Background: an optimization exercise with open tools, aiming at small area and a short achievable clock period. Do not read the settings as production practice.
No run shown here included a check of the RTL's function; only the layout flow was run.
No activity file was given, so power comes from the tool's default toggle rates.

--- flow/flow/run.sh ---
#!/bin/bash
# Standard layout with two changes: the port buffers are the smallest buffer
# cell, and clock tree synthesis inserts no dummy loads.
set -euo pipefail
export BUFFER_PORTS_ARGS="-buffer_cell sky130_fd_sc_hd__buf_1"
export CTS_ARGS="-sink_clustering_enable -repair_clock_nets -dont_use_dummy_load"
bash standard.sh finish > flow_standard.log 2>&1
--- flow/standard.sh ---
#!/bin/bash
# synth_recipe.tcl (not shown) runs the flow's synth.tcl, then flattens the netlist and writes it again
# the make line also repeats each setting of config.mk as NAME=value (left out here)
make -C /OpenROAD-flow-scripts/flow DESIGN_CONFIG=/design/flow/config.mk WORK_HOME=/design/flow/orfs CLKGATE_MAP_FILE= SYNTH_SCRIPT=/design/flow/synth_recipe.tcl "${@:-finish}"
--- flow/config.mk ---
export PLATFORM = sky130hd
export DESIGN_NAME = PE
export DESIGN_NICKNAME = PE
export VERILOG_FILES = /design/flow/design.v
export SDC_FILE = /design/flow/constraint.sdc
export NUM_CORES = 4
export LEC_CHECK = 0
export CAP_MARGIN = 20
export CORE_MARGIN = 2
export CORE_UTILIZATION = 65
export GPL_TIMING_DRIVEN = 0
export SETUP_SLACK_MARGIN = 0.7
export SLEW_MARGIN = 20
export SYNTH_HIERARCHICAL = 1
--- flow/constraint.sdc ---
create_clock -name core_clock -period 5.5 [get_ports {CLK}]
set_input_delay 1.1000 -clock core_clock [delete_from_list [all_inputs] [get_ports {CLK}]]
set_output_delay 1.1000 -clock core_clock [all_outputs]
set_load 0.01 [all_outputs]
--- flow/design.v ---
module PE(
    input wire CLK,
    input wire RESET,
    input wire EN,
    input wire SELECTOR,
    input wire W_EN,
    input wire signed [7:0] active_left,
    output reg signed [7:0] active_right,
    input wire signed [15:0] in_sum,
    output reg signed [15:0] out_sum,
    input wire signed [7:0] in_weight_above,
    output wire signed [7:0] out_weight_below
    );
    reg signed [7:0] weight_1;
    reg signed [7:0] weight_2;
    wire en_n, en_n_lo, en_n_hi;
    pe_inv u_enn (.a(EN), .y(en_n));
    pe_inv u_ennl (.a(EN), .y(en_n_lo));
    pe_inv u_ennh (.a(EN), .y(en_n_hi));
    wire sel_n, sel_n_w;
    pe_inv u_seln (.a(SELECTOR), .y(sel_n));
    pe_inv u_selnw (.a(SELECTOR), .y(sel_n_w));
    wire ld1 = EN & W_EN & SELECTOR;
    wire ld2 = EN & W_EN & ~SELECTOR;
    wire ld1_n = ~ld1;
    wire ld2_n = ~ld2;
    wire [7:0] w_use, ar_d, w1_d, w2_d, wb;
    wire [15:0] s_in;
    genvar gi;
    generate for (gi = 0; gi < 8; gi = gi + 1) begin : byte_sel
        pe_ao22 u_wu (.a1(SELECTOR), .a2(weight_2[gi]), .b1(sel_n_w), .b2(weight_1[gi]), .x(w_use[gi]));
        pe_ao22 u_ar (.a1(EN), .a2(active_left[gi]), .b1(en_n), .b2(active_right[gi]), .x(ar_d[gi]));
        pe_ao22 u_w1 (.a1(ld1), .a2(in_weight_above[gi]), .b1(ld1_n), .b2(weight_1[gi]), .x(w1_d[gi]));
        pe_ao22 u_w2 (.a1(ld2), .a2(in_weight_above[gi]), .b1(ld2_n), .b2(weight_2[gi]), .x(w2_d[gi]));
        pe_ao22 u_wb (.a1(SELECTOR), .a2(weight_1[gi]), .b1(sel_n), .b2(weight_2[gi]), .x(wb[gi]));
    end endgenerate
    generate for (gi = 0; gi < 16; gi = gi + 1) begin : sum_sel
        pe_ao22 u_si (.a1(EN), .a2(in_sum[gi]), .b1(gi < 8 ? en_n_lo : en_n_hi), .b2(out_sum[gi]), .x(s_in[gi]));
    end endgenerate
    wire b_one0, b_two0, b_neg0;
    pe_and2 u_x1 (.a(EN), .b(active_left[0]), .y(b_one0));
    pe_and3b u_x2 (.an(active_left[0]), .b(active_left[1]), .c(EN), .y(b_two0));
    pe_and2 u_x3 (.a(EN), .b(active_left[1]), .y(b_neg0));
    wire bs_0_0, bx_0_0;
    pe_and2 u_x4 (.a(b_one0), .b(w_use[0]), .y(bs_0_0));
    pe_xor2 u_x5 (.a(bs_0_0), .b(b_neg0), .y(bx_0_0));
    wire bs_0_1, bx_0_1;
    pe_ao22 u_x6 (.a1(b_one0), .a2(w_use[1]), .b1(b_two0), .b2(w_use[0]), .x(bs_0_1));
    pe_xor2 u_x7 (.a(bs_0_1), .b(b_neg0), .y(bx_0_1));
    wire bs_0_2, bx_0_2;
    pe_ao22 u_x8 (.a1(b_one0), .a2(w_use[2]), .b1(b_two0), .b2(w_use[1]), .x(bs_0_2));
    pe_xor2 u_x9 (.a(bs_0_2), .b(b_neg0), .y(bx_0_2));
    wire bs_0_3, bx_0_3;
    pe_ao22 u_x10 (.a1(b_one0), .a2(w_use[3]), .b1(b_two0), .b2(w_use[2]), .x(bs_0_3));
    pe_xor2 u_x11 (.a(bs_0_3), .b(b_neg0), .y(bx_0_3));
    wire bs_0_4, bx_0_4;
    pe_ao22 u_x12 (.a1(b_one0), .a2(w_use[4]), .b1(b_two0), .b2(w_use[3]), .x(bs_0_4));
    pe_xor2 u_x13 (.a(bs_0_4), .b(b_neg0), .y(bx_0_4));
    wire bs_0_5, bx_0_5;
    pe_ao22 u_x14 (.a1(b_one0), .a2(w_use[5]), .b1(b_two0), .b2(w_use[4]), .x(bs_0_5));
    pe_xor2 u_x15 (.a(bs_0_5), .b(b_neg0), .y(bx_0_5));
    wire bs_0_6, bx_0_6;
    pe_ao22 u_x16 (.a1(b_one0), .a2(w_use[6]), .b1(b_two0), .b2(w_use[5]), .x(bs_0_6));
    pe_xor2 u_x17 (.a(bs_0_6), .b(b_neg0), .y(bx_0_6));
    wire bs_0_7, bx_0_7;
    pe_ao22 u_x18 (.a1(b_one0), .a2(w_use[7]), .b1(b_two0), .b2(w_use[6]), .x(bs_0_7));
    pe_xor2 u_x19 (.a(bs_0_7), .b(b_neg0), .y(bx_0_7));
    wire bs_0_8, bx_0_8;
    pe_ao22 u_x20 (.a1(b_one0), .a2(w_use[7]), .b1(b_two0), .b2(w_use[7]), .x(bs_0_8));
    pe_xnor2 u_x21 (.a(bs_0_8), .b(b_neg0), .y(bx_0_8));
    wire b_one1, b_two1, b_neg1;
    wire b_x10_1, b_x21_1;
    pe_xor2 u_x22 (.a(active_left[2]), .b(active_left[1]), .y(b_x10_1));
    pe_xor2 u_x23 (.a(active_left[3]), .b(active_left[2]), .y(b_x21_1));
    pe_and2 u_x24 (.a(EN), .b(b_x10_1), .y(b_one1));
    pe_and3b u_x25 (.an(b_x10_1), .b(b_x21_1), .c(EN), .y(b_two1));
    pe_and2 u_x26 (.a(EN), .b(active_left[3]), .y(b_neg1));
    wire bs_1_0, bx_1_0;
    pe_and2 u_x27 (.a(b_one1), .b(w_use[0]), .y(bs_1_0));
    pe_xor2 u_x28 (.a(bs_1_0), .b(b_neg1), .y(bx_1_0));
    wire bs_1_1, bx_1_1;
    pe_ao22 u_x29 (.a1(b_one1), .a2(w_use[1]), .b1(b_two1), .b2(w_use[0]), .x(bs_1_1));
    pe_xor2 u_x30 (.a(bs_1_1), .b(b_neg1), .y(bx_1_1));
    wire bs_1_2, bx_1_2;
    pe_ao22 u_x31 (.a1(b_one1), .a2(w_use[2]), .b1(b_two1), .b2(w_use[1]), .x(bs_1_2));
    pe_xor2 u_x32 (.a(bs_1_2), .b(b_neg1), .y(bx_1_2));
    wire bs_1_3, bx_1_3;
    pe_ao22 u_x33 (.a1(b_one1), .a2(w_use[3]), .b1(b_two1), .b2(w_use[2]), .x(bs_1_3));
    pe_xor2 u_x34 (.a(bs_1_3), .b(b_neg1), .y(bx_1_3));
    wire bs_1_4, bx_1_4;
    pe_ao22 u_x35 (.a1(b_one1), .a2(w_use[4]), .b1(b_two1), .b2(w_use[3]), .x(bs_1_4));
    pe_xor2 u_x36 (.a(bs_1_4), .b(b_neg1), .y(bx_1_4));
    wire bs_1_5, bx_1_5;
    pe_ao22 u_x37 (.a1(b_one1), .a2(w_use[5]), .b1(b_two1), .b2(w_use[4]), .x(bs_1_5));
    pe_xor2 u_x38 (.a(bs_1_5), .b(b_neg1), .y(bx_1_5));
    wire bs_1_6, bx_1_6;
    pe_ao22 u_x39 (.a1(b_one1), .a2(w_use[6]), .b1(b_two1), .b2(w_use[5]), .x(bs_1_6));
    pe_xor2 u_x40 (.a(bs_1_6), .b(b_neg1), .y(bx_1_6));
    wire bs_1_7, bx_1_7;
    pe_ao22 u_x41 (.a1(b_one1), .a2(w_use[7]), .b1(b_two1), .b2(w_use[6]), .x(bs_1_7));
    pe_xor2 u_x42 (.a(bs_1_7), .b(b_neg1), .y(bx_1_7));
    wire bs_1_8, bx_1_8;
    pe_ao22 u_x43 (.a1(b_one1), .a2(w_use[7]), .b1(b_two1), .b2(w_use[7]), .x(bs_1_8));
    pe_xnor2 u_x44 (.a(bs_1_8), .b(b_neg1), .y(bx_1_8));
    wire b_one2, b_two2, b_neg2;
    wire b_x10_2, b_x21_2;
    pe_xor2 u_x45 (.a(active_left[4]), .b(active_left[3]), .y(b_x10_2));
    pe_xor2 u_x46 (.a(active_left[5]), .b(active_left[4]), .y(b_x21_2));
    pe_and2 u_x47 (.a(EN), .b(b_x10_2), .y(b_one2));
    pe_and3b u_x48 (.an(b_x10_2), .b(b_x21_2), .c(EN), .y(b_two2));
    pe_and2 u_x49 (.a(EN), .b(active_left[5]), .y(b_neg2));
    wire bs_2_0, bx_2_0;
    pe_and2 u_x50 (.a(b_one2), .b(w_use[0]), .y(bs_2_0));
    pe_xor2 u_x51 (.a(bs_2_0), .b(b_neg2), .y(bx_2_0));
    wire bs_2_1, bx_2_1;
    pe_ao22 u_x52 (.a1(b_one2), .a2(w_use[1]), .b1(b_two2), .b2(w_use[0]), .x(bs_2_1));
    pe_xor2 u_x53 (.a(bs_2_1), .b(b_neg2), .y(bx_2_1));
    wire bs_2_2, bx_2_2;
    pe_ao22 u_x54 (.a1(b_one2), .a2(w_use[2]), .b1(b_two2), .b2(w_use[1]), .x(bs_2_2));
    pe_xor2 u_x55 (.a(bs_2_2), .b(b_neg2), .y(bx_2_2));
    wire bs_2_3, bx_2_3;
    pe_ao22 u_x56 (.a1(b_one2), .a2(w_use[3]), .b1(b_two2), .b2(w_use[2]), .x(bs_2_3));
    pe_xor2 u_x57 (.a(bs_2_3), .b(b_neg2), .y(bx_2_3));
    wire bs_2_4, bx_2_4;
    pe_ao22 u_x58 (.a1(b_one2), .a2(w_use[4]), .b1(b_two2), .b2(w_use[3]), .x(bs_2_4));
    pe_xor2 u_x59 (.a(bs_2_4), .b(b_neg2), .y(bx_2_4));
    wire bs_2_5, bx_2_5;
    pe_ao22 u_x60 (.a1(b_one2), .a2(w_use[5]), .b1(b_two2), .b2(w_use[4]), .x(bs_2_5));
    pe_xor2 u_x61 (.a(bs_2_5), .b(b_neg2), .y(bx_2_5));
    wire bs_2_6, bx_2_6;
    pe_ao22 u_x62 (.a1(b_one2), .a2(w_use[6]), .b1(b_two2), .b2(w_use[5]), .x(bs_2_6));
    pe_xor2 u_x63 (.a(bs_2_6), .b(b_neg2), .y(bx_2_6));
    wire bs_2_7, bx_2_7;
    pe_ao22 u_x64 (.a1(b_one2), .a2(w_use[7]), .b1(b_two2), .b2(w_use[6]), .x(bs_2_7));
    pe_xor2 u_x65 (.a(bs_2_7), .b(b_neg2), .y(bx_2_7));
    wire bs_2_8, bx_2_8;
    pe_ao22 u_x66 (.a1(b_one2), .a2(w_use[7]), .b1(b_two2), .b2(w_use[7]), .x(bs_2_8));
    pe_xnor2 u_x67 (.a(bs_2_8), .b(b_neg2), .y(bx_2_8));
    wire b_one3, b_two3, b_neg3;
    wire b_x10_3, b_x21_3;
    pe_xor2 u_x68 (.a(active_left[6]), .b(active_left[5]), .y(b_x10_3));
    pe_xor2 u_x69 (.a(active_left[7]), .b(active_left[6]), .y(b_x21_3));
    pe_and2 u_x70 (.a(EN), .b(b_x10_3), .y(b_one3));
    pe_and3b u_x71 (.an(b_x10_3), .b(b_x21_3), .c(EN), .y(b_two3));
    pe_and2 u_x72 (.a(EN), .b(active_left[7]), .y(b_neg3));
    wire bs_3_0, bx_3_0;
    pe_and2 u_x73 (.a(b_one3), .b(w_use[0]), .y(bs_3_0));
    pe_xor2 u_x74 (.a(bs_3_0), .b(b_neg3), .y(bx_3_0));
    wire bs_3_1, bx_3_1;
    pe_ao22 u_x75 (.a1(b_one3), .a2(w_use[1]), .b1(b_two3), .b2(w_use[0]), .x(bs_3_1));
    pe_xor2 u_x76 (.a(bs_3_1), .b(b_neg3), .y(bx_3_1));
    wire bs_3_2, bx_3_2;
    pe_ao22 u_x77 (.a1(b_one3), .a2(w_use[2]), .b1(b_two3), .b2(w_use[1]), .x(bs_3_2));
    pe_xor2 u_x78 (.a(bs_3_2), .b(b_neg3), .y(bx_3_2));
    wire bs_3_3, bx_3_3;
    pe_ao22 u_x79 (.a1(b_one3), .a2(w_use[3]), .b1(b_two3), .b2(w_use[2]), .x(bs_3_3));
    pe_xor2 u_x80 (.a(bs_3_3), .b(b_neg3), .y(bx_3_3));
    wire bs_3_4, bx_3_4;
    pe_ao22 u_x81 (.a1(b_one3), .a2(w_use[4]), .b1(b_two3), .b2(w_use[3]), .x(bs_3_4));
    pe_xor2 u_x82 (.a(bs_3_4), .b(b_neg3), .y(bx_3_4));
    wire bs_3_5, bx_3_5;
    pe_ao22 u_x83 (.a1(b_one3), .a2(w_use[5]), .b1(b_two3), .b2(w_use[4]), .x(bs_3_5));
    pe_xor2 u_x84 (.a(bs_3_5), .b(b_neg3), .y(bx_3_5));
    wire bs_3_6, bx_3_6;
    pe_ao22 u_x85 (.a1(b_one3), .a2(w_use[6]), .b1(b_two3), .b2(w_use[5]), .x(bs_3_6));
    pe_xor2 u_x86 (.a(bs_3_6), .b(b_neg3), .y(bx_3_6));
    wire bs_3_7, bx_3_7;
    pe_ao22 u_x87 (.a1(b_one3), .a2(w_use[7]), .b1(b_two3), .b2(w_use[6]), .x(bs_3_7));
    pe_xor2 u_x88 (.a(bs_3_7), .b(b_neg3), .y(bx_3_7));
    wire bs_3_8, bx_3_8;
    pe_ao22 u_x89 (.a1(b_one3), .a2(w_use[7]), .b1(b_two3), .b2(w_use[7]), .x(bs_3_8));
    pe_xnor2 u_x90 (.a(bs_3_8), .b(b_neg3), .y(bx_3_8));
    wire s91;
    wire c92;
    pe_ha u_x93 (.a(s_in[4]), .b(b_neg2), .s(s91), .co(c92));
    wire s94;
    wire c95;
    pe_ha u_x96 (.a(s_in[5]), .b(bx_0_5), .s(s94), .co(c95));
    wire s97;
    wire c98;
    pe_fa u_x99 (.a(s_in[6]), .b(b_neg3), .ci(bx_0_6), .s(s97), .co(c98));
    wire s100;
    wire c101;
    pe_ha u_x102 (.a(bx_1_4), .b(bx_2_2), .s(s100), .co(c101));
    wire s103;
    wire c104;
    pe_fa u_x105 (.a(s_in[7]), .b(bx_0_7), .ci(bx_1_5), .s(s103), .co(c104));
    wire s106;
    wire c107;
    pe_ha u_x108 (.a(bx_2_3), .b(bx_3_1), .s(s106), .co(c107));
    wire s109;
    wire c110;
    pe_xnor2 u_x111 (.a(s_in[8]), .b(bx_0_8), .y(s109));
    pe_or2 u_x112 (.a(s_in[8]), .b(bx_0_8), .y(c110));
    wire s113;
    wire c114;
    pe_fa u_x115 (.a(bx_1_6), .b(bx_2_4), .ci(bx_3_2), .s(s113), .co(c114));
    wire s116;
    wire c117;
    pe_xnor2 u_x118 (.a(s_in[9]), .b(bx_1_7), .y(s116));
    pe_or2 u_x119 (.a(s_in[9]), .b(bx_1_7), .y(c117));
    wire s120;
    wire c121;
    pe_ha u_x122 (.a(bx_2_5), .b(bx_3_3), .s(s120), .co(c121));
    wire s123;
    wire c124;
    pe_fa u_x125 (.a(s_in[10]), .b(bx_1_8), .ci(bx_2_6), .s(s123), .co(c124));
    wire s126;
    wire c127;
    pe_xnor2 u_x128 (.a(s_in[11]), .b(bx_2_7), .y(s126));
    pe_or2 u_x129 (.a(s_in[11]), .b(bx_2_7), .y(c127));
    wire s130;
    wire c131;
    pe_ha u_x132 (.a(s_in[2]), .b(b_neg1), .s(s130), .co(c131));
    wire s133;
    wire c134;
    pe_ha u_x135 (.a(s_in[3]), .b(bx_0_3), .s(s133), .co(c134));
    wire s136;
    wire c137;
    pe_fa u_x138 (.a(bx_0_4), .b(bx_1_2), .ci(bx_2_0), .s(s136), .co(c137));
    wire s139;
    wire c140;
    pe_fa u_x141 (.a(bx_1_3), .b(bx_2_1), .ci(c92), .s(s139), .co(c140));
    wire s142;
    wire c143;
    pe_fa u_x144 (.a(bx_3_0), .b(c95), .ci(s100), .s(s142), .co(c143));
    wire s145;
    wire c146;
    pe_fa u_x147 (.a(c101), .b(s106), .ci(c98), .s(s145), .co(c146));
    wire s148;
    wire c149;
    pe_fa u_x150 (.a(s109), .b(c107), .ci(c104), .s(s148), .co(c149));
    wire s151;
    wire c152;
    pe_fa u_x153 (.a(c110), .b(s116), .ci(s120), .s(s151), .co(c152));
    wire s154;
    wire c155;
    pe_fa u_x156 (.a(bx_3_4), .b(c117), .ci(c121), .s(s154), .co(c155));
    wire s157;
    wire c158;
    pe_ha u_x159 (.a(bx_3_5), .b(s126), .s(s157), .co(c158));
    wire s160;
    wire c161;
    pe_fa u_x162 (.a(s_in[12]), .b(bx_2_8), .ci(bx_3_6), .s(s160), .co(c161));
    wire s163;
    wire c164;
    pe_xnor2 u_x165 (.a(s_in[13]), .b(bx_3_7), .y(s163));
    pe_or2 u_x166 (.a(s_in[13]), .b(bx_3_7), .y(c164));
    wire s167;
    wire c168;
    pe_ha u_x169 (.a(s_in[0]), .b(b_neg0), .s(s167), .co(c168));
    wire s170;
    wire c171;
    pe_ha u_x172 (.a(s_in[1]), .b(bx_0_1), .s(s170), .co(c171));
    wire s173;
    wire c174;
    pe_fa u_x175 (.a(bx_0_2), .b(bx_1_0), .ci(s130), .s(s173), .co(c174));
    wire s176;
    wire c177;
    pe_fa u_x178 (.a(bx_1_1), .b(c131), .ci(s133), .s(s176), .co(c177));
    wire s179;
    wire c180;
    pe_fa u_x181 (.a(s91), .b(c134), .ci(s136), .s(s179), .co(c180));
    wire s182;
    wire c183;
    pe_fa u_x184 (.a(s94), .b(c137), .ci(s139), .s(s182), .co(c183));
    wire s185;
    wire c186;
    pe_fa u_x187 (.a(c140), .b(s97), .ci(s142), .s(s185), .co(c186));
    wire s188;
    wire c189;
    pe_fa u_x190 (.a(s103), .b(c143), .ci(s145), .s(s188), .co(c189));
    wire s191;
    wire c192;
    pe_fa u_x193 (.a(s113), .b(c146), .ci(s148), .s(s191), .co(c192));
    wire s194;
    wire c195;
    pe_fa u_x196 (.a(c114), .b(c149), .ci(s151), .s(s194), .co(c195));
    wire s197;
    wire c198;
    pe_fa u_x199 (.a(s123), .b(c152), .ci(s154), .s(s197), .co(c198));
    wire s200;
    wire c201;
    pe_fa u_x202 (.a(c124), .b(s157), .ci(c155), .s(s200), .co(c201));
    wire s203;
    wire c204;
    pe_fa u_x205 (.a(c127), .b(c158), .ci(s160), .s(s203), .co(c204));
    wire s206;
    wire c207;
    pe_ha u_x208 (.a(s163), .b(c161), .s(s206), .co(c207));
    wire s209;
    wire c210;
    pe_fa u_x211 (.a(s_in[14]), .b(bx_3_8), .ci(c164), .s(s209), .co(c210));
    wire [15:0] rx = {s_in[15], c207, s206, s203, c198, c195, c192, c189, c186, c183, c180, c177, c174, c171, c168, bx_0_0};
    wire [15:0] ry = {c210, s209, c204, c201, s200, s197, s194, s191, s188, s185, s182, s179, s176, s173, s170, s167};
    wire [15:0] sum;
    wire t212, rc213;
    pe_ha u_x214 (.a(rx[0]), .b(ry[0]), .s(t212), .co(rc213));
    assign sum[0] = t212;
    wire t215, rc216;
    pe_fa u_x217 (.a(rx[1]), .b(ry[1]), .ci(rc213), .s(t215), .co(rc216));
    assign sum[1] = t215;
    wire t218, rc219;
    pe_fa u_x220 (.a(rx[2]), .b(ry[2]), .ci(rc216), .s(t218), .co(rc219));
    assign sum[2] = t218;
    wire t221, rc222;
    pe_fa u_x223 (.a(rx[3]), .b(ry[3]), .ci(rc219), .s(t221), .co(rc222));
    assign sum[3] = t221;
    wire g4, p4;
    pe_ha u_x224 (.a(rx[4]), .b(ry[4]), .s(p4), .co(g4));
    wire g5, p5;
    pe_ha u_x225 (.a(rx[5]), .b(ry[5]), .s(p5), .co(g5));
    wire g6, p6;
    pe_ha u_x226 (.a(rx[6]), .b(ry[6]), .s(p6), .co(g6));
    wire g7, p7;
    pe_ha u_x227 (.a(rx[7]), .b(ry[7]), .s(p7), .co(g7));
    wire g8, p8;
    pe_ha u_x228 (.a(rx[8]), .b(ry[8]), .s(p8), .co(g8));
    wire g9, p9;
    pe_ha u_x229 (.a(rx[9]), .b(ry[9]), .s(p9), .co(g9));
    wire g10, p10;
    pe_ha u_x230 (.a(rx[10]), .b(ry[10]), .s(p10), .co(g10));
    wire g11, p11;
    pe_ha u_x231 (.a(rx[11]), .b(ry[11]), .s(p11), .co(g11));
    wire g12, p12;
    pe_ha u_x232 (.a(rx[12]), .b(ry[12]), .s(p12), .co(g12));
    wire g13, p13;
    pe_ha u_x233 (.a(rx[13]), .b(ry[13]), .s(p13), .co(g13));
    wire g14, p14;
    pe_ha u_x234 (.a(rx[14]), .b(ry[14]), .s(p14), .co(g14));
    wire g15, p15;
    pe_ha u_x235 (.a(rx[15]), .b(ry[15]), .s(p15), .co(g15));
    wire G236 = g4 | (p4 & rc222);
    wire G237 = g6 | (p6 & g5);
    wire P238 = p6 & p5;
    wire G239 = g8 | (p8 & g7);
    wire P240 = p8 & p7;
    wire G241 = g10 | (p10 & g9);
    wire P242 = p10 & p9;
    wire G243 = g12 | (p12 & g11);
    wire P244 = p12 & p11;
    wire G245 = g14 | (p14 & g13);
    wire P246 = p14 & p13;
    wire G247 = g5 | (p5 & G236);
    wire G248 = G237 | (P238 & G236);
    wire G249 = g9 | (p9 & G239);
    wire P250 = p9 & P240;
    wire G251 = G241 | (P242 & G239);
    wire P252 = P242 & P240;
    wire G253 = g13 | (p13 & G243);
    wire P254 = p13 & P244;
    wire G255 = G245 | (P246 & G243);
    wire P256 = P246 & P244;
    wire G257 = g7 | (p7 & G248);
    wire G258 = G239 | (P240 & G248);
    wire G259 = G249 | (P250 & G248);
    wire G260 = G251 | (P252 & G248);
    wire G261 = g15 | (p15 & G255);
    wire P262 = p15 & P256;
    wire G263 = g11 | (p11 & G260);
    wire G264 = G243 | (P244 & G260);
    wire G265 = G253 | (P254 & G260);
    wire G266 = G255 | (P256 & G260);
    wire G267 = G261 | (P262 & G260);
    pe_xor2 u_x268 (.a(p4), .b(rc222), .y(sum[4]));
    pe_xor2 u_x269 (.a(p5), .b(G236), .y(sum[5]));
    pe_xor2 u_x270 (.a(p6), .b(G247), .y(sum[6]));
    pe_xor2 u_x271 (.a(p7), .b(G248), .y(sum[7]));
    pe_xor2 u_x272 (.a(p8), .b(G257), .y(sum[8]));
    pe_xor2 u_x273 (.a(p9), .b(G258), .y(sum[9]));
    pe_xor2 u_x274 (.a(p10), .b(G259), .y(sum[10]));
    pe_xor2 u_x275 (.a(p11), .b(G260), .y(sum[11]));
    pe_xor2 u_x276 (.a(p12), .b(G263), .y(sum[12]));
    pe_xor2 u_x277 (.a(p13), .b(G264), .y(sum[13]));
    pe_xor2 u_x278 (.a(p14), .b(G265), .y(sum[14]));
    pe_xnor2 u_x279 (.a(p15), .b(G266), .y(sum[15]));
    always @(negedge RESET or posedge CLK) begin
        if (~RESET) begin
            out_sum <= 0;
            active_right <= 0;
            weight_1 <= 0;
            weight_2 <= 0;
        end else begin
            out_sum <= sum;
            active_right <= ar_d;
            weight_1 <= w1_d;
            weight_2 <= w2_d;
        end
    end
    assign out_weight_below = wb;
endmodule
module pe_fa(input wire a, input wire b, input wire ci, output wire s, output wire co);
    assign {co, s} = a + b + ci;
endmodule
module pe_ha(input wire a, input wire b, output wire s, output wire co);
    assign {co, s} = a + b;
endmodule
module pe_ao22(input wire a1, input wire a2, input wire b1, input wire b2, output wire x);
    assign x = (a1 & a2) | (b1 & b2);
endmodule
module pe_mux2i(input wire s, input wire a1, input wire a0, output wire y);
    assign y = ~(s ? a1 : a0);
endmodule
module pe_inv(input wire a, output wire y);
    assign y = ~a;
endmodule
module pe_and2(input wire a, input wire b, output wire y);
    assign y = a & b;
endmodule
module pe_and3b(input wire an, input wire b, input wire c, output wire y);
    assign y = ~an & b & c;
endmodule
module pe_nand2(input wire a, input wire b, output wire y);
    assign y = ~(a & b);
endmodule
module pe_nor2(input wire a, input wire b, output wire y);
    assign y = ~(a | b);
endmodule
module pe_or2(input wire a, input wire b, output wire y);
    assign y = a | b;
endmodule
module pe_xor2(input wire a, input wire b, output wire y);
    assign y = a ^ b;
endmodule
module pe_xnor2(input wire a, input wire b, output wire y);
    assign y = ~(a ^ b);
endmodule
module pe_xor3(input wire a, input wire b, input wire c, output wire y);
    assign y = a ^ b ^ c;
endmodule
==> results of run 1 <==
-- routing by layer --
| layer | vias up | global-route usage, % | part of all wire [%] |
|---|---|---|---|
| li1 | 1268 | - | - |
| met4 | 0 | 12.0 | 2.5 |
| met2 | 97 | 46.2 | 48 |
| met3 | 21 | 4.35 | 5.4 |
| met1 | 1344 | 37.3 | 44 |
| met5 | - | 0 | 0 |
-- Yosys stat by module, one instance, submodules excluded, a selection --
module,copies in the design,cells,area [µm²],flops+latches
pe_ao22,88,1,8.76,0
pe_xnor2,9,1,8.76,0
pe_xor2,49,1,8.76,0
pe_inv,5,1,3.75,0
pe_and2,12,1,6.26,0
pe_and3b,4,1,8.76,0
pe_fa,27,1,20.0,0
PE,1,71,1200,40
-- per-stage QoR --
| stage | utilization, % | setup WS [ns] |
|---|---|---|
| after floorplan | - | 0.949 |
| after global placement | 74.3 | -0.532 |
| after detailed placement | 74.7 | -0.358 |
| after CTS | 77.4 | 0.718 |
| after global routing | 79.2 | 0.686 |
| final | 79.2 | 0.784 |
-- registers in the layout (all words and copies together), names as in the netlist --
signal / count
weight_2: 8
out_sum: 16
weight_1: 8
active_right: 8
-- cells in the final DEF (no fill, tap or decap), drive strengths merged --
cell and instances:
a22o 88, buf 75, xor2 49, dfrtp 40
fa 27, ha 24, and2 12, xnor2 9
inv 8, a21o 6, or2 6, clkbuf 5
a21oi 5, nand2 4, and3b 4, o21ai 3
nand3 2, o22ai 1, a41o 1, and4 1
a22oi 1, nand2b 1, clkinvlp 1
-- power by group --
part | switching [mW] | total [mW] | internal, mW | leakage (nW)
Clock | 0.0971 | 0.179 | 0.0819 | 0.0359
Sequential | 0.0495 | 0.450 | 0.401 | 0.484
Combinational | 0.706 | 1.34 | 0.638 | 1.46
-- what timing repair did --
| item | 4_1_cts | 5_1_grt |
|---|---|---|
| gates resized for setup | 15 | 17 |
| setup endpoints to repair | 9 | 5 |
| pin swaps | 1 | 7 |
| endpoints found under the hold margin | 0 | 0 |
| buffers inserted | 1 | 5 |
-- critical path, delay by kind of cell --
family,cells,cell delay (ns)
buffers and inverters,3,0.43
AO/OA/AOI/OAI,6,1.25
adder cells (fa/ha/maj),4,1.54
XOR/XNOR,2,0.29
AND/OR/NAND/NOR,1,0.25
-- final cells by class --
type,instances,area (µm²)
clock buffers,5,68.8
fillers,359,1070
repair buffers,75,345
well taps,70,87.6
multi-input cells,244,2530
flip-flops and latches,40,1000
inverters,9,37.5
-- logic make-up (layout without fill, tap and decap cells) --
logic type      Yosys count  after routing  share of synthesized area, %
fa+ha+maj                51             51                          24.2
simple gates             30             30                          5.47
xor+xnor                 58             58                          14.6
flops                    40             40                          28.8
compound gates          105            105                          25.9
buf+inv                   9             89                         0.972
-- how the worst min path moves through the flow --
stage,startpoint,to,slack (ns),cells past startpoint
2_1_floorplan,weight_2[0]$_DFF_PN0_,weight_2[0]$_DFF_PN0_,0.49,1
3_3_place_gp,active_right[0]$_DFF_PN0_,active_right[0]$_DFF_PN0_,0.48,1
3_5_place_dp,active_right[7]$_DFF_PN0_,active_right[7]$_DFF_PN0_,0.48,1
4_1_cts,active_right[5]$_DFF_PN0_,active_right[5]$_DFF_PN0_,0.50,1
5_1_grt,active_right[7]$_DFF_PN0_,active_right[7]$_DFF_PN0_,0.52,1
6_report,active_right[5]$_DFF_PN0_,active_right[5]$_DFF_PN0_,0.50,1
==> impl_metrics.json, run 1 <==
{
  "dieArea_um2": 5950,
  "power_mw": 1.97,
  "holdWs_ns": 0.499,
  "leakagePower_nw": 1.98,
  "synth_top_area_share_pct": 28.8,
  "r2r_slack_ns": 1.59,
  "drtIter0Drc": 72,
  "critPathMaxStageDelay_ns": 0.54,
  "grt_pass1_vias": 2815,
  "grt_start_max_net_pins": 42,
  "via_per_inst": 6.16,
  "die_x_um": 77.1,
  "fin_crit_ns": 4.72,
  "placed_area_um2": 3840,
  "first_pass_iters": 4,
  "grt_pass1_wl_mm": 13.2,
  "setup.worst_path.start": "SELECTOR",
  "hold_buffers": 0,
  "die_y_um": 77.1,
  "crit_end": "out_sum[10]$_DFF_PN0_",
  "synth_cell_types": 25,
  "cts_max_level": 2,
  "num_vias": 2730,
  "final_layout_size_suffix_gt1_share_pct": 11.3,
  "tns_ns": 0,
  "setup_viol": 0,
  "synthCells": 293,
  "yosysTopAreaCell": "dfrtp_1",
  "portBuffers": 68,
  "synth_fp_nets": 381,
  "fin_worst_skew_ns": 0.0192,
  "synth_most_common_cell": "a22o_1",
  "period_share_pct": 85.8,
  "yosysSeqAreaShare_pct": 28.8,
  "initial_core_util_pct": 67.6,
  "outcome": "timing/DRC/antenna clean",
  "io_pins": 69,
  "async_flop_share_pct": 100,
  "r2r_end": "out_sum[13]$_DFF_PN0_",
  "peakVddDrop_mv": 0.400,
  "netlist_area_um2": 3470,
  "synthTopCellsByArea": "dfrtp_1 (29%), a22o_1 (22%), fa_1 (16%)",
  "fmax_ghz": 0.212,
  "routedWlPerCell_um": 17.5,
  "ys_top_cells_by_count": "a22o_1 (88), xor2_1 (49), dfrtp_1 (40)",
  "relSlewSlack_pct": 62.1,
  "coreArea_um2": 5140,
  "slowest_stage": "fa_1",
  "grt_overflow": 0,
  "r2r_cells": 13,
  "clock_latency_ns": 0.29,
  "drv_cap": 0,
  "syn2layout_area_growth_pct": 17.1,
  "wl_mm": 7.75,
  "worstPathRequired_ns": 5.66,
  "synth_edf_count": 0,
  "end_kind": "flip-flop",
  "hpwl_mm": 5.76,
  "n_antenna_cell": 0,
  "worstMarginPinSlew_ns": 0.568,
  "crit_path_max_fanout": 20,
  "synth_seq_cells": 40,
  "dp.cells": 432,
  "rows": 26,
  "antenna_found_initial": 0,
  "hold_violations": 0,
  "ys_warn_count": 7,
  "rsz0062_at_grt": "no",
  "cellPowerDensity_nw_per_um2": 485,
  "routabilityCongestion": 0.819,
  "ys.flop_type": "dfrtp_1",
  "cts_max_path_buffers": 2,
  "cts_root_buf": "clkbuf_8",
  "crit_chain": "buf_12, clkinvlp_4, buf_4, a22o_2, a22o_1, xor2_1, ha_1, fa_1, fa_1, ha_4, a21oi_2, o22ai_2, or2_4, a21o_1, a21o_1, xor2_1",
  "num-nets-final": 463,
  "clk_pin_slew_ns": 0.06,
  "final_max_slew_viol_count": 0,
  "cts_tree": "built",
  "drc": 0,
  "path_class": "input port to flip-flop",
  "timing.rr.start": "weight_2[7]$_DFF_PN0_",
  "synth.avg_cell_area_um2": 11.9,
  "cts_sinks": 40,
  "grt_usage_pct": 28.1,
  "finalInstanceArea_um2": 4070,
  "min_path_type": "flip-flop to flip-flop",
  "finalNonFillerCells": 443,
  "cts_made_buffers": 5,
  "worstSetupStartpointType": "input port",
  "arrival_ns": 4.88,
  "detail-route-antenna-nets": 0
}
==> run 2: changes to the inputs <==
--- a/flow/design.v
+++ b/flow/design.v
@@ -307,72 +307,65 @@
     pe_fa u_x223 (.a(rx[3]), .b(ry[3]), .ci(rc219), .s(t221), .co(rc222));
     assign sum[3] = t221;
-    wire g4, p4;
-    pe_ha u_x224 (.a(rx[4]), .b(ry[4]), .s(p4), .co(g4));
+    wire t224, rc225;
+    pe_fa u_x226 (.a(rx[4]), .b(ry[4]), .ci(rc222), .s(t224), .co(rc225));
+    assign sum[4] = t224;
     wire g5, p5;
-    pe_ha u_x225 (.a(rx[5]), .b(ry[5]), .s(p5), .co(g5));
+    pe_ha u_x227 (.a(rx[5]), .b(ry[5]), .s(p5), .co(g5));
     wire g6, p6;
-    pe_ha u_x226 (.a(rx[6]), .b(ry[6]), .s(p6), .co(g6));
+    pe_ha u_x228 (.a(rx[6]), .b(ry[6]), .s(p6), .co(g6));
     wire g7, p7;
-    pe_ha u_x227 (.a(rx[7]), .b(ry[7]), .s(p7), .co(g7));
+    pe_ha u_x229 (.a(rx[7]), .b(ry[7]), .s(p7), .co(g7));
     wire g8, p8;
-    pe_ha u_x228 (.a(rx[8]), .b(ry[8]), .s(p8), .co(g8));
+    pe_ha u_x230 (.a(rx[8]), .b(ry[8]), .s(p8), .co(g8));
     wire g9, p9;
-    pe_ha u_x229 (.a(rx[9]), .b(ry[9]), .s(p9), .co(g9));
+    pe_ha u_x231 (.a(rx[9]), .b(ry[9]), .s(p9), .co(g9));
     wire g10, p10;
-    pe_ha u_x230 (.a(rx[10]), .b(ry[10]), .s(p10), .co(g10));
+    pe_ha u_x232 (.a(rx[10]), .b(ry[10]), .s(p10), .co(g10));
     wire g11, p11;
-    pe_ha u_x231 (.a(rx[11]), .b(ry[11]), .s(p11), .co(g11));
+    pe_ha u_x233 (.a(rx[11]), .b(ry[11]), .s(p11), .co(g11));
     wire g12, p12;
-    pe_ha u_x232 (.a(rx[12]), .b(ry[12]), .s(p12), .co(g12));
+    pe_ha u_x234 (.a(rx[12]), .b(ry[12]), .s(p12), .co(g12));
     wire g13, p13;
-    pe_ha u_x233 (.a(rx[13]), .b(ry[13]), .s(p13), .co(g13));
+    pe_ha u_x235 (.a(rx[13]), .b(ry[13]), .s(p13), .co(g13));
     wire g14, p14;
-    pe_ha u_x234 (.a(rx[14]), .b(ry[14]), .s(p14), .co(g14));
+    pe_ha u_x236 (.a(rx[14]), .b(ry[14]), .s(p14), .co(g14));
     wire g15, p15;
-    pe_ha u_x235 (.a(rx[15]), .b(ry[15]), .s(p15), .co(g15));
-    wire G236 = g4 | (p4 & rc222);
-    wire G237 = g6 | (p6 & g5);
-    wire P238 = p6 & p5;
-    wire G239 = g8 | (p8 & g7);
-    wire P240 = p8 & p7;
-    wire G241 = g10 | (p10 & g9);
-    wire P242 = p10 & p9;
-    wire G243 = g12 | (p12 & g11);
-    wire P244 = p12 & p11;
-    wire G245 = g14 | (p14 & g13);
-    wire P246 = p14 & p13;
-    wire G247 = g5 | (p5 & G236);
-    wire G248 = G237 | (P238 & G236);
-    wire G249 = g9 | (p9 & G239);
-    wire P250 = p9 & P240;
-    wire G251 = G241 | (P242 & G239);
-    wire P252 = P242 & P240;
-    wire G253 = g13 | (p13 & G243);
-    wire P254 = p13 & P244;
-    wire G255 = G245 | (P246 & G243);
-    wire P256 = P246 & P244;
-    wire G257 = g7 | (p7 & G248);
-    wire G258 = G239 | (P240 & G248);
-    wire G259 = G249 | (P250 & G248);
-    wire G260 = G251 | (P252 & G248);
-    wire G261 = g15 | (p15 & G255);
-    wire P262 = p15 & P256;
-    wire G263 = g11 | (p11 & G260);
-    wire G264 = G243 | (P244 & G260);
-    wire G265 = G253 | (P254 & G260);
-    wire G266 = G255 | (P256 & G260);
-    wire G267 = G261 | (P262 & G260);
-    pe_xor2 u_x268 (.a(p4), .b(rc222), .y(sum[4]));
-    pe_xor2 u_x269 (.a(p5), .b(G236), .y(sum[5]));
-    pe_xor2 u_x270 (.a(p6), .b(G247), .y(sum[6]));
-    pe_xor2 u_x271 (.a(p7), .b(G248), .y(sum[7]));
-    pe_xor2 u_x272 (.a(p8), .b(G257), .y(sum[8]));
-    pe_xor2 u_x273 (.a(p9), .b(G258), .y(sum[9]));
-    pe_xor2 u_x274 (.a(p10), .b(G259), .y(sum[10]));
-    pe_xor2 u_x275 (.a(p11), .b(G260), .y(sum[11]));
-    pe_xor2 u_x276 (.a(p12), .b(G263), .y(sum[12]));
-    pe_xor2 u_x277 (.a(p13), .b(G264), .y(sum[13]));
-    pe_xor2 u_x278 (.a(p14), .b(G265), .y(sum[14]));
-    pe_xnor2 u_x279 (.a(p15), .b(G266), .y(sum[15]));
+    pe_ha u_x237 (.a(rx[15]), .b(ry[15]), .s(p15), .co(g15));
+    wire G238 = g5 | (p5 & rc225);
+    wire G239 = g7 | (p7 & g6);
+    wire P240 = p7 & p6;
+    wire G241 = g9 | (p9 & g8);
+    wire P242 = p9 & p8;
+    wire G243 = g11 | (p11 & g10);
+    wire P244 = p11 & p10;
+    wire G245 = g13 | (p13 & g12);
+    wire P246 = p13 & p12;
+    wire G247 = g15 | (p15 & g14);
+    wire P248 = p15 & p14;
+    wire G249 = G239 | (P240 & G238);
+    wire G250 = G243 | (P244 & G241);
+    wire P251 = P244 & P242;
+    wire G252 = G247 | (P248 & G245);
+    wire P253 = P248 & P246;
+    wire G254 = G250 | (P251 & G249);
+    wire G255 = G252 | (P253 & G254);
+    wire G256 = G241 | (P242 & G249);
+    wire G257 = G245 | (P246 & G254);
+    wire G258 = g6 | (p6 & G238);
+    wire G259 = g8 | (p8 & G249);
+    wire G260 = g10 | (p10 & G256);
+    wire G261 = g12 | (p12 & G254);
+    wire G262 = g14 | (p14 & G257);
+    pe_xor2 u_x263 (.a(p5), .b(rc225), .y(sum[5]));
+    pe_xor2 u_x264 (.a(p6), .b(G238), .y(sum[6]));
+    pe_xor2 u_x265 (.a(p7), .b(G258), .y(sum[7]));
+    pe_xor2 u_x266 (.a(p8), .b(G249), .y(sum[8]));
+    pe_xor2 u_x267 (.a(p9), .b(G259), .y(sum[9]));
+    pe_xor2 u_x268 (.a(p10), .b(G256), .y(sum[10]));
+    pe_xor2 u_x269 (.a(p11), .b(G260), .y(sum[11]));
+    pe_xor2 u_x270 (.a(p12), .b(G254), .y(sum[12]));
+    pe_xor2 u_x271 (.a(p13), .b(G261), .y(sum[13]));
+    pe_xor2 u_x272 (.a(p14), .b(G257), .y(sum[14]));
+    pe_xnor2 u_x273 (.a(p15), .b(G262), .y(sum[15]));
     always @(negedge RESET or posedge CLK) begin
         if (~RESET) begin
==> run 2 against run 1 <==
- combinational power hardly changed
- area after synthesis fell by 0.83%
- largest cell class unchanged
- still clean on timing, DRC and antenna
- core utilization grew 1.2 points
- sequential power is 0.9% higher
- power about the same
- non-clock buffer count is 5 higher
- critical path depth down 1
- wire length grew 3.6%
==> impl_metrics.json, run 2 <==
{
  "syn2layout_area_growth_pct": 19.2,
  "worstSetupStartpointType": "input port",
  "synth_cell_types": 21,
  "cts_tree": "built",
  "largest_reg_flops": 16,
  "dp.cells": 429,
  "dieArea_um2": 5900,
  "cts_made_buffers": 5,
  "cts_max_path_buffers": 2,
  "r2r_cells": 13,
  "antenna_found_initial": 0,
  "wl_mm": 8.03,
  "fmax_ghz": 0.210,
  "synthSimpleGateAreaFrac_pct": 4.90,
  "arrival_ns": 4.95,
  "grt_usage_pct": 28.4,
  "grt_pass1_vias": 2718,
  "final_layout_size_suffix_gt1_share_pct": 11.2,
  "worstPathRequired_ns": 5.68,
  "clock_latency_ns": 0.30,
  "relSlewSlack_pct": 60.6,
  "coreArea_um2": 5110,
  "yosysSeqAreaShare_pct": 29.0,
  "drv_cap": 0,
  "hold_violations": 0,
  "timing.rr.start": "weight_2[1]$_DFF_PN0_",
  "min_delay_path_depth": 1,
  "synth_top_family_by_area": "compound AO/OA/AOI/OAI gates",
  "rsz0062_at_grt": "yes",
  "r2r_end": "out_sum[15]$_DFF_PN0_",
  "detail-route-antenna-nets": 0,
  "synth_most_common_cell": "a22o_1",
  "portBuffers": 68,
  "first_pass_iters": 4,
  "fin_crit_ns": 4.77,
  "cts_root_buf": "clkbuf_8",
  "die_x_um": 76.8,
  "io_pins": 69,
  "drtIter0Drc": 140,
  "synth_top_area_share_pct": 29.0,
  "finalNonFillerCells": 445,
  "ys_warn_count": 7,
  "routabilityCongestion": 0.844,
  "synth_edf_count": 0,
  "synthTopCellsByArea": "dfrtp_1 (29%), a22o_1 (22%), fa_1 (16%)",
  "final_common_cell": "a22o_1",
  "num_vias": 2714,
  "hpwl_mm": 5.72,
  "cts_sinks": 40,
  "routedWlPerCell_um": 18.0,
  "num-nets-final": 465,
  "async_flop_share_pct": 100,
  "crit_path_max_fanout": 6,
  "synthCells": 290,
  "synth-xor-area-share_pct": 14.5,
  "initial_core_util_pct": 67.5,
  "synthAdderAreaFrac_pct": 24.6,
  "hold_buffers": 0,
  "worstMarginPinSlew_ns": 0.591,
  "cts_max_level": 2,
  "muxShareOfSynthArea_pct": 0,
  "synth_fp_nets": 378,
  "rows": 26,
  "ys.flop_type": "dfrtp_1",
  "peakVddDrop_mv": 0.386,
  "die_y_um": 76.8,
  "period_share_pct": 86.7,
  "cellPowerDensity_nw_per_um2": 481,
  "grt_overflow": 0,
  "outcome": "timing/DRC/antenna clean",
  "drc": 0,
  "end_kind": "flip-flop",
  "holdWs_ns": 0.500,
  "top_register": "out_sum",
  "grt_pass1_wl_mm": 13.2,
  "yosysTopAreaCell": "dfrtp_1",
  "ys_top_cells_by_count": "a22o_1 (88), xor2_1 (48), dfrtp_1 (40)",
  "min_path_type": "flip-flop to flip-flop",
  "min-delay-start": "active_right[6]$_DFF_PN0_",
  "hold_end": "active_right[6]$_DFF_PN0_",
  "fin_worst_skew_ns": 0.0150,
  "r2r_slack_ns": 1.38,
  "synth_seq_cells": 40,
  "synth.avg_cell_area_um2": 11.9,
  "netlist_area_um2": 3450,
  "path_class": "input port to flip-flop",
  "via_per_inst": 6.10,
  "synth_compound_area_share_pct": 25.7,
  "leakagePower_nw": 2.01,
  "n_antenna_cell": 0,
  "layout_common_cells": "a22o_1 (83), buf_1 (65), xor2_1 (48)",
  "grt_start_max_net_pins": 42,
  "clk_pin_slew_ns": 0.07,
  "setup_viol": 0,
  "final_max_slew_viol_count": 0
}
[run 2: per-layer routing]
layer | vias to the layer above | track usage [%] | wire (µm)
met5 | - | 0 | 0
met4 | 0 | 8.73 | 159
met3 | 15 | 3.18 | 397
met2 | 95 | 46.0 | 3980
met1 | 1336 | 40.4 | 3500
li1 | 1268 | - | -
[run 2: through the flow]
stage / cell area, µm² / utilization [%] / setup slack, ns / TNS, ns / total power [mW]
floorplan: 3450 / - / 0.701 / 0 / 1.34
finish: 4110 / 80.4 / 0.733 / 0 / 1.97
CTS: 3970 / 77.8 / 0.710 / 0 / 1.86
global placement: 3800 / 74.4 / -0.886 / -6.49 / 1.55
global route: 4110 / 80.4 / 0.591 / 0 / 2.16
detailed placement: 3820 / 74.8 / -0.577 / -3.59 / 1.61
[run 2: final cells by class]
type | count | area (µm²)
fillers | 348 | 1000
well taps | 70 | 87.6
clock buffers | 5 | 68.8
flip-flops and latches | 40 | 1000
multi-input cells | 239 | 2490
repair buffers | 80 | 412
inverters | 11 | 48.8
[run 2: timing repair]
action,4_1_cts,5_1_grt
pin swaps,4,17
cloned,0,1
gates resized for setup,19,13
setup buffers,3,7
setup endpoints to repair,11,6
endpoints found under the hold margin,0,0
[run 2: modules after synthesis (local to each module, per instance)]
module | area, µm² | cells | copies in the design | flip-flops and latches
PE | 1170 | 69 | 1 | 40
pe_fa | 20.0 | 1 | 28 | 0
pe_ha | 12.5 | 1 | 23 | 0
pe_and3b | 8.76 | 1 | 4 | 0
pe_ao22 | 8.76 | 1 | 88 | 0
pe_xnor2 | 8.76 | 1 | 9 | 0
pe_xor2 | 8.76 | 1 | 48 | 0
pe_and2 | 6.26 | 1 | 12 | 0
pe_or2 | 6.26 | 1 | 4 | 0
pe_inv | 3.75 | 1 | 5 | 0
[run 2: where the power goes]
part / internal, mW / switching [mW] / total (mW)
clock network: 0.0819 / 0.101 / 0.183
logic: 0.623 / 0.715 / 1.34
registers: 0.401 / 0.0532 / 0.454
[run 2: critical path: stages]
cell,delay (ns)
buf_16,0.11
buf_4,0.14
a22o_4,0.25
a22o_1,0.23
xor2_1,0.15
ha_1,0.34
fa_2,0.37
fa_2,0.38
fa_2,0.38
fa_2,0.42
a21o_1,0.23
a31o_4,0.27
a31oi_4,0.27
o221ai_2,0.15
xnor2_1,0.14
[run 2: logic make-up (layout without fill, tap and decap cells)]
| group | Yosys count | after routing |
|---|---|---|
| AOI/OAI and AO/OA | 104 | 104 |
| xor gates and xnor gates | 57 | 57 |
| adders and majority gates | 51 | 51 |
| buffers and inverters | 11 | 96 |
| DFF | 40 | 40 |
| and+or+nand+nor | 27 | 27 |
[run 2: worst max path at each step]
stage          slack (ns)     start                    end  cells after the start
2_1_floorplan        0.70  SELECTOR  out_sum[11]$_DFF_PN0_                     14
3_3_place_gp        -0.89        EN  out_sum[14]$_DFF_PN0_                     14
3_5_place_dp        -0.58  SELECTOR  out_sum[15]$_DFF_PN0_                     15
4_1_cts              0.71  SELECTOR  out_sum[11]$_DFF_PN0_                     15
5_1_grt              0.59  SELECTOR  out_sum[15]$_DFF_PN0_                     15
6_report             0.73  SELECTOR  out_sum[15]$_DFF_PN0_                     15
==> run 3: changes to the inputs <==
--- a/flow/design.v
+++ b/flow/design.v
@@ -307,65 +307,102 @@
     pe_fa u_x223 (.a(rx[3]), .b(ry[3]), .ci(rc219), .s(t221), .co(rc222));
     assign sum[3] = t221;
-    wire t224, rc225;
-    pe_fa u_x226 (.a(rx[4]), .b(ry[4]), .ci(rc222), .s(t224), .co(rc225));
-    assign sum[4] = t224;
+    wire g4, p4;
+    wire gn4;
+    pe_xor2 u_x224 (.a(rx[4]), .b(ry[4]), .y(p4));
+    pe_nand2 u_x225 (.a(rx[4]), .b(ry[4]), .y(gn4));
+    assign g4 = ~gn4;
     wire g5, p5;
-    pe_ha u_x227 (.a(rx[5]), .b(ry[5]), .s(p5), .co(g5));
+    wire gn5;
+    pe_xor2 u_x226 (.a(rx[5]), .b(ry[5]), .y(p5));
+    pe_nand2 u_x227 (.a(rx[5]), .b(ry[5]), .y(gn5));
+    assign g5 = ~gn5;
     wire g6, p6;
-    pe_ha u_x228 (.a(rx[6]), .b(ry[6]), .s(p6), .co(g6));
+    wire gn6;
+    pe_xor2 u_x228 (.a(rx[6]), .b(ry[6]), .y(p6));
+    pe_nand2 u_x229 (.a(rx[6]), .b(ry[6]), .y(gn6));
+    assign g6 = ~gn6;
     wire g7, p7;
-    pe_ha u_x229 (.a(rx[7]), .b(ry[7]), .s(p7), .co(g7));
+    wire gn7;
+    pe_xor2 u_x230 (.a(rx[7]), .b(ry[7]), .y(p7));
+    pe_nand2 u_x231 (.a(rx[7]), .b(ry[7]), .y(gn7));
+    assign g7 = ~gn7;
     wire g8, p8;
-    pe_ha u_x230 (.a(rx[8]), .b(ry[8]), .s(p8), .co(g8));
+    wire gn8;
+    pe_xor2 u_x232 (.a(rx[8]), .b(ry[8]), .y(p8));
+    pe_nand2 u_x233 (.a(rx[8]), .b(ry[8]), .y(gn8));
+    assign g8 = ~gn8;
     wire g9, p9;
-    pe_ha u_x231 (.a(rx[9]), .b(ry[9]), .s(p9), .co(g9));
+    wire gn9;
+    pe_xor2 u_x234 (.a(rx[9]), .b(ry[9]), .y(p9));
+    pe_nand2 u_x235 (.a(rx[9]), .b(ry[9]), .y(gn9));
+    assign g9 = ~gn9;
     wire g10, p10;
-    pe_ha u_x232 (.a(rx[10]), .b(ry[10]), .s(p10), .co(g10));
+    wire gn10;
+    pe_xor2 u_x236 (.a(rx[10]), .b(ry[10]), .y(p10));
+    pe_nand2 u_x237 (.a(rx[10]), .b(ry[10]), .y(gn10));
+    assign g10 = ~gn10;
     wire g11, p11;
-    pe_ha u_x233 (.a(rx[11]), .b(ry[11]), .s(p11), .co(g11));
+    wire gn11;
+    pe_xor2 u_x238 (.a(rx[11]), .b(ry[11]), .y(p11));
+    pe_nand2 u_x239 (.a(rx[11]), .b(ry[11]), .y(gn11));
+    assign g11 = ~gn11;
     wire g12, p12;
-    pe_ha u_x234 (.a(rx[12]), .b(ry[12]), .s(p12), .co(g12));
+    wire gn12;
+    pe_xor2 u_x240 (.a(rx[12]), .b(ry[12]), .y(p12));
+    pe_nand2 u_x241 (.a(rx[12]), .b(ry[12]), .y(gn12));
+    assign g12 = ~gn12;
     wire g13, p13;
-    pe_ha u_x235 (.a(rx[13]), .b(ry[13]), .s(p13), .co(g13));
+    wire gn13;
+    pe_xor2 u_x242 (.a(rx[13]), .b(ry[13]), .y(p13));
+    pe_nand2 u_x243 (.a(rx[13]), .b(ry[13]), .y(gn13));
+    assign g13 = ~gn13;
     wire g14, p14;
-    pe_ha u_x236 (.a(rx[14]), .b(ry[14]), .s(p14), .co(g14));
+    wire gn14;
+    pe_xor2 u_x244 (.a(rx[14]), .b(ry[14]), .y(p14));
+    pe_nand2 u_x245 (.a(rx[14]), .b(ry[14]), .y(gn14));
+    assign g14 = ~gn14;
     wire g15, p15;
-    pe_ha u_x237 (.a(rx[15]), .b(ry[15]), .s(p15), .co(g15));
-    wire G238 = g5 | (p5 & rc225);
-    wire G239 = g7 | (p7 & g6);
-    wire P240 = p7 & p6;
-    wire G241 = g9 | (p9 & g8);
-    wire P242 = p9 & p8;
-    wire G243 = g11 | (p11 & g10);
-    wire P244 = p11 & p10;
-    wire G245 = g13 | (p13 & g12);
-    wire P246 = p13 & p12;
-    wire G247 = g15 | (p15 & g14);
-    wire P248 = p15 & p14;
-    wire G249 = G239 | (P240 & G238);
-    wire G250 = G243 | (P244 & G241);
-    wire P251 = P244 & P242;
-    wire G252 = G247 | (P248 & G245);
-    wire P253 = P248 & P246;
-    wire G254 = G250 | (P251 & G249);
-    wire G255 = G252 | (P253 & G254);
-    wire G256 = G241 | (P242 & G249);
-    wire G257 = G245 | (P246 & G254);
-    wire G258 = g6 | (p6 & G238);
-    wire G259 = g8 | (p8 & G249);
-    wire G260 = g10 | (p10 & G256);
-    wire G261 = g12 | (p12 & G254);
-    wire G262 = g14 | (p14 & G257);
-    pe_xor2 u_x263 (.a(p5), .b(rc225), .y(sum[5]));
-    pe_xor2 u_x264 (.a(p6), .b(G238), .y(sum[6]));
-    pe_xor2 u_x265 (.a(p7), .b(G258), .y(sum[7]));
-    pe_xor2 u_x266 (.a(p8), .b(G249), .y(sum[8]));
-    pe_xor2 u_x267 (.a(p9), .b(G259), .y(sum[9]));
-    pe_xor2 u_x268 (.a(p10), .b(G256), .y(sum[10]));
-    pe_xor2 u_x269 (.a(p11), .b(G260), .y(sum[11]));
-    pe_xor2 u_x270 (.a(p12), .b(G254), .y(sum[12]));
-    pe_xor2 u_x271 (.a(p13), .b(G261), .y(sum[13]));
-    pe_xor2 u_x272 (.a(p14), .b(G257), .y(sum[14]));
-    pe_xnor2 u_x273 (.a(p15), .b(G262), .y(sum[15]));
+    wire gn15;
+    pe_xor2 u_x246 (.a(rx[15]), .b(ry[15]), .y(p15));
+    pe_nand2 u_x247 (.a(rx[15]), .b(ry[15]), .y(gn15));
+    assign g15 = ~gn15;
+    wire G248 = g4 | (p4 & rc222);
+    wire G249 = g6 | (p6 & g5);
+    wire P250 = p6 & p5;
+    wire G251 = g8 | (p8 & g7);
+    wire P252 = p8 & p7;
+    wire G253 = g10 | (p10 & g9);
+    wire P254 = p10 & p9;
+    wire G255 = g12 | (p12 & g11);
+    wire P256 = p12 & p11;
+    wire G257 = g14 | (p14 & g13);
+    wire P258 = p14 & p13;
+    wire G259 = G249 | (P250 & G248);
+    wire G260 = G253 | (P254 & G251);
+    wire P261 = P254 & P252;
+    wire G262 = G257 | (P258 & G255);
+    wire P263 = P258 & P256;
+    wire G264 = G260 | (P261 & G259);
+    wire G265 = G262 | (P263 & G264);
+    wire G266 = G251 | (P252 & G259);
+    wire G267 = G255 | (P256 & G264);
+    wire G268 = g5 | (p5 & G248);
+    wire G269 = g7 | (p7 & G259);
+    wire G270 = g9 | (p9 & G266);
+    wire G271 = g11 | (p11 & G264);
+    wire G272 = g13 | (p13 & G267);
+    wire G273 = g15 | (p15 & G265);
+    pe_xor2 u_x274 (.a(p4), .b(rc222), .y(sum[4]));
+    pe_xor2 u_x275 (.a(p5), .b(G248), .y(sum[5]));
+    pe_xor2 u_x276 (.a(p6), .b(G268), .y(sum[6]));
+    pe_xor2 u_x277 (.a(p7), .b(G259), .y(sum[7]));
+    pe_xor2 u_x278 (.a(p8), .b(G269), .y(sum[8]));
+    pe_xor2 u_x279 (.a(p9), .b(G266), .y(sum[9]));
+    pe_xor2 u_x280 (.a(p10), .b(G270), .y(sum[10]));
+    pe_xor2 u_x281 (.a(p11), .b(G264), .y(sum[11]));
+    pe_xor2 u_x282 (.a(p12), .b(G271), .y(sum[12]));
+    pe_xor2 u_x283 (.a(p13), .b(G267), .y(sum[13]));
+    pe_xor2 u_x284 (.a(p14), .b(G272), .y(sum[14]));
+    pe_xnor2 u_x285 (.a(p15), .b(G265), .y(sum[15]));
     always @(negedge RESET or posedge CLK) begin
         if (~RESET) begin
==> run 3 against run 2 <==
- largest power group unchanged
- clock power is 5% lower
- highest routed layer unchanged
- first-iteration DRC count decreased by 15%
- non-clock buffer count up 5
- clock skew is 0.0052 ns higher
- largest cell class unchanged
- wire length rose by 0.62%
- flip-flop and latch count unchanged
- sequential power hardly changed
- still clean on timing, DRC and antenna
- maximum frequency decreased by 0.73%
==> impl_metrics.json, run 3 <==
{
  "synth_seq_cells": 40,
  "hold_violations": 0,
  "outcome": "timing/DRC/antenna clean",
  "synth_most_common_cell": "a22o_1",
  "synthTopCellsByArea": "dfrtp_1 (29%), a22o_1 (22%), fa_1 (16%)",
  "cp_top_family": "compound AO/OA/AOI/OAI gates",
  "setup.worst_path.start": "SELECTOR",
  "wl_mm": 8.08,
  "worstMarginPinSlew_ns": 0.552,
  "holdWs_ns": 0.496,
  "cts_root_buf": "clkbuf_8",
  "final_common_cell": "a22o_1",
  "final_layout_size_suffix_gt1_share_pct": 15.0,
  "postLayoutCoreUtil_pct": 81.4,
  "grt_overflow": 0,
  "power_mw": 2.05,
  "synth_top_area_share_pct": 28.9,
  "num_vias": 2791,
  "slowest_stage": "fa_1",
  "finalNonFillerCells": 463,
  "fin_worst_skew_ns": 0.0202,
  "cts_tree": "built",
  "hpwl_mm": 5.76,
  "cts_max_path_buffers": 2,
  "largest_reg_flops": 16,
  "synth_edf_count": 0,
  "relSlewSlack_pct": 63.2,
  "portBuffers": 68,
  "setup_viol": 0,
  "async_flop_share_pct": 100,
  "crit_path_max_fanout": 8,
  "critPathMaxStageDelay_ns": 0.53,
  "die_y_um": 77.0,
  "n_antenna_cell": 0,
  "min-delay-start": "active_right[4]$_DFF_PN0_",
  "via_per_inst": 6.03,
  "worstPathRequired_ns": 5.65,
  "ys_warn_count": 7,
  "cts_made_buffers": 5,
  "grt_start_max_net_pins": 42,
  "arrival_ns": 4.95,
  "synth_fp_nets": 379,
  "syn2layout_area_growth_pct": 20.7,
  "drtIter0Drc": 119,
  "worstSetupStartpointType": "input port",
  "fmax_ghz": 0.208,
  "die_x_um": 77.0,
  "synth_cell_types": 25,
  "crit_buf_inv": 3,
  "grt_pass1_vias": 2793,
  "synth.avg_cell_area_um2": 11.4,
  "io_pins": 69,
  "peakVddDrop_mv": 0.403,
  "clock_latency_ns": 0.30,
  "drc": 0,
  "cts_sinks": 40,
  "coreArea_um2": 5140,
  "leakagePower_nw": 2.05,
  "dp.cells": 442,
  "first_pass_iters": 6,
  "layout_common_cells": "a22o_1 (82), buf_1 (62), xor2_1 (58)",
  "timing.rr.start": "weight_2[1]$_DFF_PN0_",
  "top_register": "out_sum",
  "period_share_pct": 87.3,
  "ys_top_cells_by_count": "a22o_1 (88), xor2_1 (61), dfrtp_1 (40)",
  "antenna_found_initial": 0,
  "initial_core_util_pct": 67.5,
  "path_class": "input port to flip-flop",
  "clk_pin_slew_ns": 0.06,
  "yosysSeqAreaShare_pct": 28.9,
  "rsz0062_at_grt": "yes",
  "crit_top_cell": "a21bo_1",
  "ys.flop_type": "dfrtp_1",
  "netlist_area_um2": 3470,
  "tns_ns": 0,
  "detail-route-antenna-nets": 0,
  "grt_usage_pct": 28.3,
  "drv_cap": 0,
  "synthCells": 303,
  "crit_chain": "buf_16, clkinvlp_4, a22o_4, buf_6, a22o_1, xor2_1, ha_1, fa_1, fa_2, xor2_2, nor2b_4, a311o_2, a21bo_1, a21bo_1, a21bo_1, xor2_1",
  "hold_buffers": 0,
  "routedWlPerCell_um": 17.5,
  "rows": 26,
  "fin_crit_ns": 4.80,
  "routabilityCongestion": 0.826,
  "yosysTopAreaCell": "dfrtp_1",
  "num-nets-final": 471,
  "final_max_slew_viol_count": 0,
  "grt_pass1_wl_mm": 13.2,
  "cellPowerDensity_nw_per_um2": 490,
  "min_path_type": "flip-flop to flip-flop",
  "dieArea_um2": 5930,
  "end_kind": "flip-flop",
  "cts_max_level": 2
}
==> run 3: worst reg2reg max path, delay by kind of cell (launching register included) <==
family | cells | cell delay, ns
flops | 1 | 0.42
xor+xnor | 3 | 0.50
compound gates | 6 | 1.47
buf+inv | 1 | 0.13
fa+ha+maj | 3 | 1.32
simple gates | 1 | 0.13
==> run 3: cell families after synthesis <==
| group | count (synthesis) | share of synthesized area [%] |
|---|---|---|
| buf+inv | 11 | 1.19 |
| flops | 40 | 28.9 |
| xor+xnor | 70 | 17.7 |
| simple gates | 41 | 6.53 |
| compound gates | 102 | 25.8 |
| fa+ha+maj | 39 | 19.9 |
==> run 3: metal layers <==
layer	global-route usage [%]	share of wire [%]	vias to the layer above
met5	0	0	-
met4	7.50	1.1	0
met3	4.00	4.7	10
met2	48.9	51	96
met1	37.5	43	1386
li1	-	-	1299
==> run 3: path summary, 6_finish.rpt <==
kind	endpoint	slack (ns)	depth (start not counted)
setup / recovery	out_sum[10]$_DFF_PN0_	0.70	16
hold / removal	active_right[4]$_DFF_PN0_	0.50	1
setup reg to reg	out_sum[10]$_DFF_PN0_	1.39	14
hold reg to reg	active_right[4]$_DFF_PN0_	0.50	1
max in group asynchronous	out_sum[15]$_DFF_PN0_	4.31	2
min in group asynchronous	out_sum[2]$_DFF_PN0_	0.71	1
==> run 3: area by class of cell <==
| class | count | area (µm²) |
|---|---|---|
| inverter | 11 | 45.0 |
| timing repair buffer | 85 | 453 |
| fill | 334 | 955 |
| multi-input combinational | 252 | 2530 |
| clock buffer | 5 | 68.8 |
| tap | 70 | 87.6 |
| sequential | 40 | 1000 |
==> run 3: metrics by stage <==
step | cell area (µm²) | setup slack, ns
finish | 4190 | 0.698
global route | 4190 | 0.606
CTS | 4000 | 0.692
detailed placement | 3840 | -0.418
global placement | 3820 | -0.777
floorplan | 3480 | 0.747
==> run 3: per-module statistics from Yosys, one instance, submodules excluded <==
module / cells inside / copies in the design / cell area, µm²
pe_ao22: 1 / 88 / 8.76
PE: 70 / 1 / 1200
pe_xor2: 1 / 61 / 8.76
pe_nand2: 1 / 11 / 3.75
pe_fa: 1 / 27 / 20.0
pe_and3b: 1 / 4 / 8.76
pe_and2: 1 / 12 / 6.26
pe_xnor2: 1 / 9 / 8.76
pe_inv: 1 / 5 / 3.75
pe_or2: 1 / 4 / 6.26
pe_ha: 1 / 12 / 12.5
==> run 3: timing repair <==
item	in CTS	in global routing
setup buffers	4	11
pin swaps	9	11
cloned	0	1
gates resized for setup	17	22
setup endpoints to repair	9	6
==> run 3: where the power goes <==
group	internal, mW	switching [mW]	leakage (nW)
Combinational	0.666	0.753	1.53
Clock	0.0817	0.0925	0.0359
Sequential	0.401	0.0542	0.484
Total	1.15	0.900	2.05

-- separate check: timing with driven ports --
The results above use ideal ports. As a check the final layouts listed here were re-extracted and re-timed, cells and wires unchanged. Step 1 assumes that a clkbuf_16 drives the clock port and a buf_2 every other input. Step 2 moves the port delays by t, midway between the first and last clock arrival at a register: inputs arrive t later, outputs are due t later. That takes back most of the time a late clock gives input paths. Three values: ideal, step 1, step 2; two values: the first two.
run	t, ns	setup WS [ns]	worst slew at a driven data input, ns
run 1	0.314	0.784 / 0.738 / 0.424	0.07
run 2	0.325	0.733 / 0.626 / 0.301	0.14
run 3	0.317	0.698 / 0.599 / 0.282	0.13
After both steps every run listed still meets setup and hold. For run 2, which loses most, drivers alone change the setup slack by -0.107 ns; drivers and shift together by -0.432 ns.
